From an optimization exercise on the open Yosys and OpenROAD flow, aimed at small area; shortcuts taken in it are not production practice. Only simulation tests tie the RTL to the original design; equivalence was not proved. The clock port is modelled as an ideal driver, which makes a skipped or thinned clock tree look cheaper than it is; a real chip needs a root buffer or a tree.

Setup of run Y:
==> module top, before the edit <==
module top
(
	CLOCK_50,
	KEY,
	SW,
	LEDR,
	HEX0,
	HEX1,
	HEX2,
	HEX3,
	HEX4,
	HEX5
);
input wire CLOCK_50;
input wire [3:0] KEY;
input wire [9:0] SW;
output wire [9:0] LEDR;
output wire [6:0] HEX0, HEX1, HEX2, HEX3, HEX4, HEX5;
localparam [3:0] S_INIT  = 4'd0,
                 S_SETUP = 4'd1,
                 S_FPGA  = 4'd2,    
                 S_FDONE = 4'd3,    
                 S_UOK   = 4'd4,    
                 S_UBAD  = 4'd5,    
                 S_DOK   = 4'd6,    
                 S_DBAD  = 4'd7,
                 S_COK   = 4'd8,    
                 S_CBAD  = 4'd9,
                 S_NEXT  = 4'd10,
                 S_NEXTW = 4'd11,    
                 S_RES   = 4'd12,
                 S_RESW  = 4'd13;
reg [3:0] st, nst;
reg [3:0] sync0, sync1;
reg [2:0] pc;
wire [3:0] pn = sync1 & ~sync0;
wire pn_any = |pn;
wire pn_one = (pn == 4'b0001) | (pn == 4'b0010) | (pn == 4'b0100) | (pn == 4'b1000);
wire [1:0] pn_key = {pn[3] | pn[0], pn[3] | pn[2]};
always @(posedge CLOCK_50) begin
	sync0 <= KEY;
	sync1 <= sync0;
	pc    <= pn_one ? {1'b1, pn_key} : {2'b00, pn_any};
end
wire any = pc[2] | pc[0];
wire s_init = (st == S_INIT);
wire s_next = (st == S_NEXT) | (st == S_NEXTW);
wire rst_v  = SW[1] | s_next;      
wire rst_c  = s_init | s_next | (st == S_FDONE);     
reg [7:0] setup;
always @(posedge CLOCK_50) begin
	if (SW[1]) setup[7:6] <= 2'd0;
	else if (st == S_SETUP) setup[7:6] <= SW[9:8];
end
always @(posedge CLOCK_50) begin
	if (st == S_SETUP) setup[5:0] <= SW[7:2];
end
wire [1:0] level = setup[7:6];
wire [1:0] map   = setup[5:4];
wire [3:0] lastr = setup[3:0];
reg [4:0] diva;
reg [3:0] divb;
wire wrap = diva[4] & ~diva[3] & ~diva[1] & ~diva[0];
always @(posedge CLOCK_50) begin
	if (s_init) begin
		diva <= 5'd0;
		divb <= 4'd0;
	end else begin
		diva <= wrap ? 5'd0 : {diva[3:0], ~(diva[4] ^ diva[2])};
		if (wrap) divb <= divb + 4'd1;
	end
end
wire t2   = wrap & ~divb[0];
wire t1   = wrap & (divb[1:0] == 2'b01);
wire t05  = wrap & (divb[2:0] == 3'b011);
wire t025 = wrap & (divb == 4'b0111);
reg  thz;
always @(*) begin
	case (level)
		2'd0: thz = t025;
		2'd1: thz = t05;
		2'd2: thz = t1;
		default: thz = t2;
	endcase
end
reg [3:0] cnt;
localparam [63:0] ITEM0 = 64'h64CE52EA58CA52EA;
localparam [63:0] ITEM1 = 64'h359B36B9CDED36B9;
wire [5:0] iaddr = {map, cnt};
wire [1:0] item  = {ITEM1[iaddr], ITEM0[iaddr]};
reg  [3:0] round;
wire       cnt_end = (cnt == round);
always @(posedge CLOCK_50) begin
	if (SW[1]) round <= 4'd0;
	else if (st == S_COK && round != lastr) round <= round + 4'd1;
end
reg  [3:0] tempo;    
wire       tout = tempo[3] & tempo[1];
wire       uturn = (st == S_UOK) | (st == S_UBAD) | (st == S_DOK) | (st == S_DBAD);
always @(posedge CLOCK_50) begin
	if (rst_v) tempo <= 4'd0;
	else if (uturn & t1) tempo <= tempo + 4'd1;
end
reg [2:0] led;    
wire ustep = ((st == S_UOK) | (st == S_UBAD)) & any;
wire fstep = (st == S_FPGA) & thz;
always @(posedge CLOCK_50) begin
	if (rst_c) cnt <= 4'd0;
	else if (ustep | fstep) cnt <= cnt + 4'd1;
end
always @(posedge CLOCK_50) begin
	if (rst_v) led <= 3'd0;
	else if (fstep) led <= {1'b1, item};
end
wire pok = pc[2] & (pc[1:0] == item);
always @(*) begin
	case (st)
		S_INIT:  nst = S_SETUP;
		S_SETUP: nst = SW[0] ? S_FPGA : S_SETUP;
		S_FPGA:  nst = (thz & cnt_end) ? S_FDONE : S_FPGA;
		S_FDONE: nst = S_UOK;
		S_UOK:   nst = tout ? S_RES :
		               any ? (cnt_end ? (pok ? S_DOK : S_DBAD) : (pok ? S_UOK : S_UBAD)) : S_UOK;
		S_UBAD:  nst = tout ? S_RES : (any & cnt_end) ? S_DBAD : S_UBAD;
		S_DOK:   nst = any ? S_CBAD : S_COK;
		S_DBAD:  nst = S_CBAD;
		S_COK:   nst = (round == lastr) ? S_NEXTW : S_NEXT;
		S_CBAD:  nst = S_RES;
		S_NEXT:  nst = S_FPGA;
		S_NEXTW: nst = S_RESW;
		S_RES:   nst = S_RES;
		S_RESW:  nst = S_RESW;
		default: nst = S_INIT;
	endcase
end
always @(posedge CLOCK_50) begin
	if (SW[1]) st <= S_INIT;
	else st <= nst;
end
wire sel = (st == S_RES) | (st == S_RESW);
wire win = (st == S_NEXTW) | (st == S_RESW);
function [6:0] dec7;
	input [3:0] v;
	case (v)
		4'h0: dec7 = ~7'b011_1111;
		4'h1: dec7 = ~7'b000_0110;
		4'h2: dec7 = ~7'b101_1011;
		4'h3: dec7 = ~7'b100_1111;
		4'h4: dec7 = ~7'b110_0110;
		4'h5: dec7 = ~7'b110_1101;
		4'h6: dec7 = ~7'b111_1101;
		4'h7: dec7 = ~7'b000_0111;
		4'h8: dec7 = ~7'b111_1111;
		4'h9: dec7 = ~7'b110_1111;
		4'hA: dec7 = ~7'b111_0111;
		4'hB: dec7 = ~7'b111_1100;
		4'hC: dec7 = ~7'b011_1001;
		4'hD: dec7 = ~7'b101_1110;
		4'hE: dec7 = ~7'b111_1001;
		default: dec7 = ~7'b111_0001;
	endcase
endfunction
wire [5:0] points = level * round;
localparam [111:0] TSEG = 112'b1111000100001000100100011001111000010000000010000000000011110000000010001001000110010110000010010011110011000000;
wire [6:0] tseg = TSEG[tempo*7 +: 7];
assign HEX5 = sel ? (win ? ~7'b011_1110 : ~7'b111_0001) : ~7'b011_1000;
assign HEX4 = sel ? (win ? ~7'b110_1101 : ~7'b111_0011) : dec7({2'b00, level});
assign HEX3 = sel ? ~7'b111_0001 : (win ? ~7'b111_1101 : ~7'b111_1001);
assign HEX2 = sel ? (win ? ~7'b101_0000 : ~7'b111_0111) : tseg;
wire [6:0] phseg = points[5] ? 7'b0100100 : (points[4] ? 7'b1111001 : 7'b1000000);
assign HEX1 = sel ? phseg : ~7'b101_0000;
assign HEX0 = dec7(sel ? points[3:0] : round);
assign LEDR[9:6] = ~KEY;
assign LEDR[5:4] = 2'b11;
assign LEDR[3:0] = {(led[1:0] == 2'd3), (led[1:0] == 2'd1), (led[2] & (led[1:0] == 2'd0)), (led[1:0] == 2'd2)};
endmodule
Settings: LEC_CHECK=0, CAP_MARGIN=20, CORE_MARGIN=2, CORE_UTILIZATION=40, SLEW_MARGIN=20; clock period 10.0 ns.
standard.sh (not shown) runs the stock make flow with config.mk's settings and CLKGATE_MAP_FILE= SYNTH_SCRIPT=/design/flow/synth_recipe.tcl, a recipe that flattens the netlist after the stock synthesis.
==> flow/flow/run.sh <==
#!/bin/bash
# Layout flow: the standard synthesis; the combinational logic re-mapped
# for area (registers, their names and cell types kept; the smallest of a few
# ABC runs is used); then the standard layout with 1x port buffers and
# clock tree buffers sized down to what the flip-flop clock slews allow.
set -euo pipefail
W=$PWD
R=$W/orfs/results/${FLOW_PLATFORM:-sky130hd}/top/base
F=$W/flow
LIB=${FLOW_HOME}/platforms/sky130hd/lib/sky130_fd_sc_hd__tt_025C_1v80.lib

# 1. standard synthesis
bash standard.sh "$R/1_2_yosys.v" > synth.log 2>&1

# 2. re-map the combinational logic for area: 16 ABC runs (deepsyn with
# different seeds, then area mapping), 4 at a time; the smallest result that
# passes its check is kept, and used as the start of the next round.
cp "$R/1_2_yosys.v" "$W/1_2_yosys_standard.v"
DU=$(grep -o 'sky130_fd_sc_hd__[a-z0-9_]*' "$F/dont_use.txt" | sed 's/^/-dont_use /' | tr '\n' ' ')
reopt_round() {
  local IN=$1 RD=$2 S MAP DS a best="" besta=""
  for S in $(seq 1 16); do
    if [ $((S % 2)) = 1 ]; then MAP="amap"; else MAP="amap -m"; fi
    # stop on steps without improvement rather than on time, so the result
    # does not depend on how busy the machine is
    if [ $S -le 8 ]; then DS="-I 1 -J 200 -T 900"; else DS="-I 1 -J 500 -T 900"; fi
    sed -e "s#@SEED@#$((S + 16 * (RD - 1)))#g" -e "s#@MAP@#$MAP#g" -e "s#@DS@#$DS#g" "$F/area.abc" > "$W/area_${RD}_$S.abc"
    sed -e "s#@LIB@#$LIB#g" -e "s#@IN@#$IN#g" -e "s#@OUT@#$W/reopt_${RD}_$S.v#g" \
        -e "s#@DU@#$DU#g" -e "s#@ABC@#$W/area_${RD}_$S.abc#g" "$F/reopt.ys" > "$W/reopt_${RD}_$S.ys"
    yosys -l "$W/reopt_${RD}_$S.log" -s "$W/reopt_${RD}_$S.ys" > /dev/null 2>&1 &
    if [ $((S % 4)) = 0 ]; then wait; fi
  done
  wait
  for S in $(seq 1 16); do
    sed -e "s#@LIB@#$LIB#g" -e "s#@OUT@#$W/reopt_${RD}_$S.v#g" -e "s#@STAT@#$W/reopt_stat_${RD}_$S.txt#g" "$F/check.ys" > "$W/check_${RD}_$S.ys"
    if yosys -l "$W/check_${RD}_$S.log" -s "$W/check_${RD}_$S.ys" > /dev/null 2>&1; then
      a=$(grep "Chip area" "$W/reopt_stat_${RD}_$S.txt" | awk '{print $NF}')
      echo "round $RD seed $S area $a" >> "$W/reopt_choice.txt"
      if [ -z "$besta" ] || awk -v a="$a" -v b="$besta" 'BEGIN{exit !(a<b)}'; then best=$S; besta=$a; fi
    fi
  done
  if [ -n "$best" ] && { [ -z "$CUR_AREA" ] || awk -v a="$besta" -v b="$CUR_AREA" 'BEGIN{exit !(a<b)}'; }; then
    echo "round $RD chosen seed $best area $besta" >> "$W/reopt_choice.txt"
    cp "$W/reopt_${RD}_$best.v" "$W/reopt_round_$RD.v"
    CUR_AREA=$besta
    return 0
  fi
  echo "round $RD: no improvement" >> "$W/reopt_choice.txt"
  return 1
}
CUR="$W/1_2_yosys_standard.v"
CUR_AREA=""
for RD in 1 2 3 4; do
  if reopt_round "$CUR" $RD; then CUR="$W/reopt_round_$RD.v"; else break; fi
done
if [ "$CUR" != "$W/1_2_yosys_standard.v" ]; then
  cp "$CUR" "$R/1_2_yosys.v"
else
  echo "no re-mapped netlist passed its check; keeping the standard one" >> "$W/reopt_choice.txt"
fi

# 3. the rest of the standard layout
export BUFFER_PORTS_ARGS="-buffer_cell sky130_fd_sc_hd__buf_1"
export CTS_ARGS="-sink_clustering_enable -repair_clock_nets -dont_use_dummy_load"
export POST_CTS_TCL="$F/post_cts.tcl"
# one tie cell per constant value instead of one per constant output
export SKIP_REPAIR_TIE_FANOUT=1
bash standard.sh finish > layout.log 2>&1
Other scripts of this flow, unchanged in this note and not shown: flow/flow/area.abc, flow/flow/check.ys, flow/flow/dont_use.txt, flow/flow/post_cts.tcl, flow/flow/reopt.ys
### run Y -> run D
--- a/flow/design.v
+++ b/flow/design.v
@@ -32,16 +32,12 @@
                  S_RESW  = 4'd13;
 reg [3:0] st, nst;
-reg [3:0] sync0, sync1;
-reg [2:0] pc;
-wire [3:0] pn = sync1 & ~sync0;
-wire pn_any = |pn;
-wire pn_one = (pn == 4'b0001) | (pn == 4'b0010) | (pn == 4'b0100) | (pn == 4'b1000);
-wire [1:0] pn_key = {pn[3] | pn[0], pn[3] | pn[2]};
+reg [3:0] sync0, sync1, last;
 always @(posedge CLOCK_50) begin
 	sync0 <= KEY;
 	sync1 <= sync0;
-	pc    <= pn_one ? {1'b1, pn_key} : {2'b00, pn_any};
+	last  <= sync1;
 end
-wire any = pc[2] | pc[0];
+wire [3:0] press = last & ~sync1;
+wire       any   = |press;
 wire s_init = (st == S_INIT);
 wire s_next = (st == S_NEXT) | (st == S_NEXTW);
@@ -89,4 +85,5 @@
 wire [5:0] iaddr = {map, cnt};
 wire [1:0] item  = {ITEM1[iaddr], ITEM0[iaddr]};
+wire [3:0] item_oh = {item == 2'd3, item == 2'd1, item == 2'd0, item == 2'd2};
 reg  [3:0] round;
 wire       cnt_end = (cnt == round);
@@ -113,5 +110,5 @@
 	else if (fstep) led <= {1'b1, item};
 end
-wire pok = pc[2] & (pc[1:0] == item);
+wire pok = (press == item_oh);
 always @(*) begin
 	case (st)
Findings:
The post-placement worst setup slack number comes out lower for run Y vs run D. Compared with run Y, in run D final hold slack went down by 0.013 ns; global-route wire length before repair went up by 250 um; wire length went down by 0.59%. Run D: clock skew is 0.014 ns lower than what run Y reported. Summary of run D over run Y: layout overhead on the synthesized area flat; length in cells of the worst reg-to-reg path up 1; relative slew slack up 1.7 points. Relative to run Y, fraction of final layout cells sized beyond drive strength 1 increased by 0.28 points in run D. Of run D and run Y, it is run D that has the lower multi-input combinational cell count.

## re-timing with driven ports
Ports are ideal in the flow. The routed layouts listed here were re-timed in OpenROAD.
Step 1 (the two cells are an assumption about what drives the block):
set clk [get_ports {CLOCK_50}]
set_driving_cell -lib_cell sky130_fd_sc_hd__clkbuf_16 $clk
set_driving_cell -lib_cell sky130_fd_sc_hd__buf_2 [delete_from_list [all_inputs] $clk]
Step 2, shift: input delay + t, output delay - t, t = (earliest + latest rising clock arrival at the registers) / 2. This alone moves slack from input paths to output paths.
Three values: ideal, step 1, step 2; two values: the first two.
| run | t (ns) | slack for setup (ns) | worst setup path at the end | clock arrival spread, ns | slew at the worst register clock pin (ns) |
|---|---|---|---|---|---|
| run Y | 0.184 | 3.290 / 3.240 / 3.424 | register to output | 0.046 / 0.046 | 0.10 / 0.10 |
| run D | 0.183 | 4.730 / 4.678 / 4.861 | register to output | 0.033 / 0.033 | 0.09 / 0.09 |
After both steps every run listed still meets setup and hold.
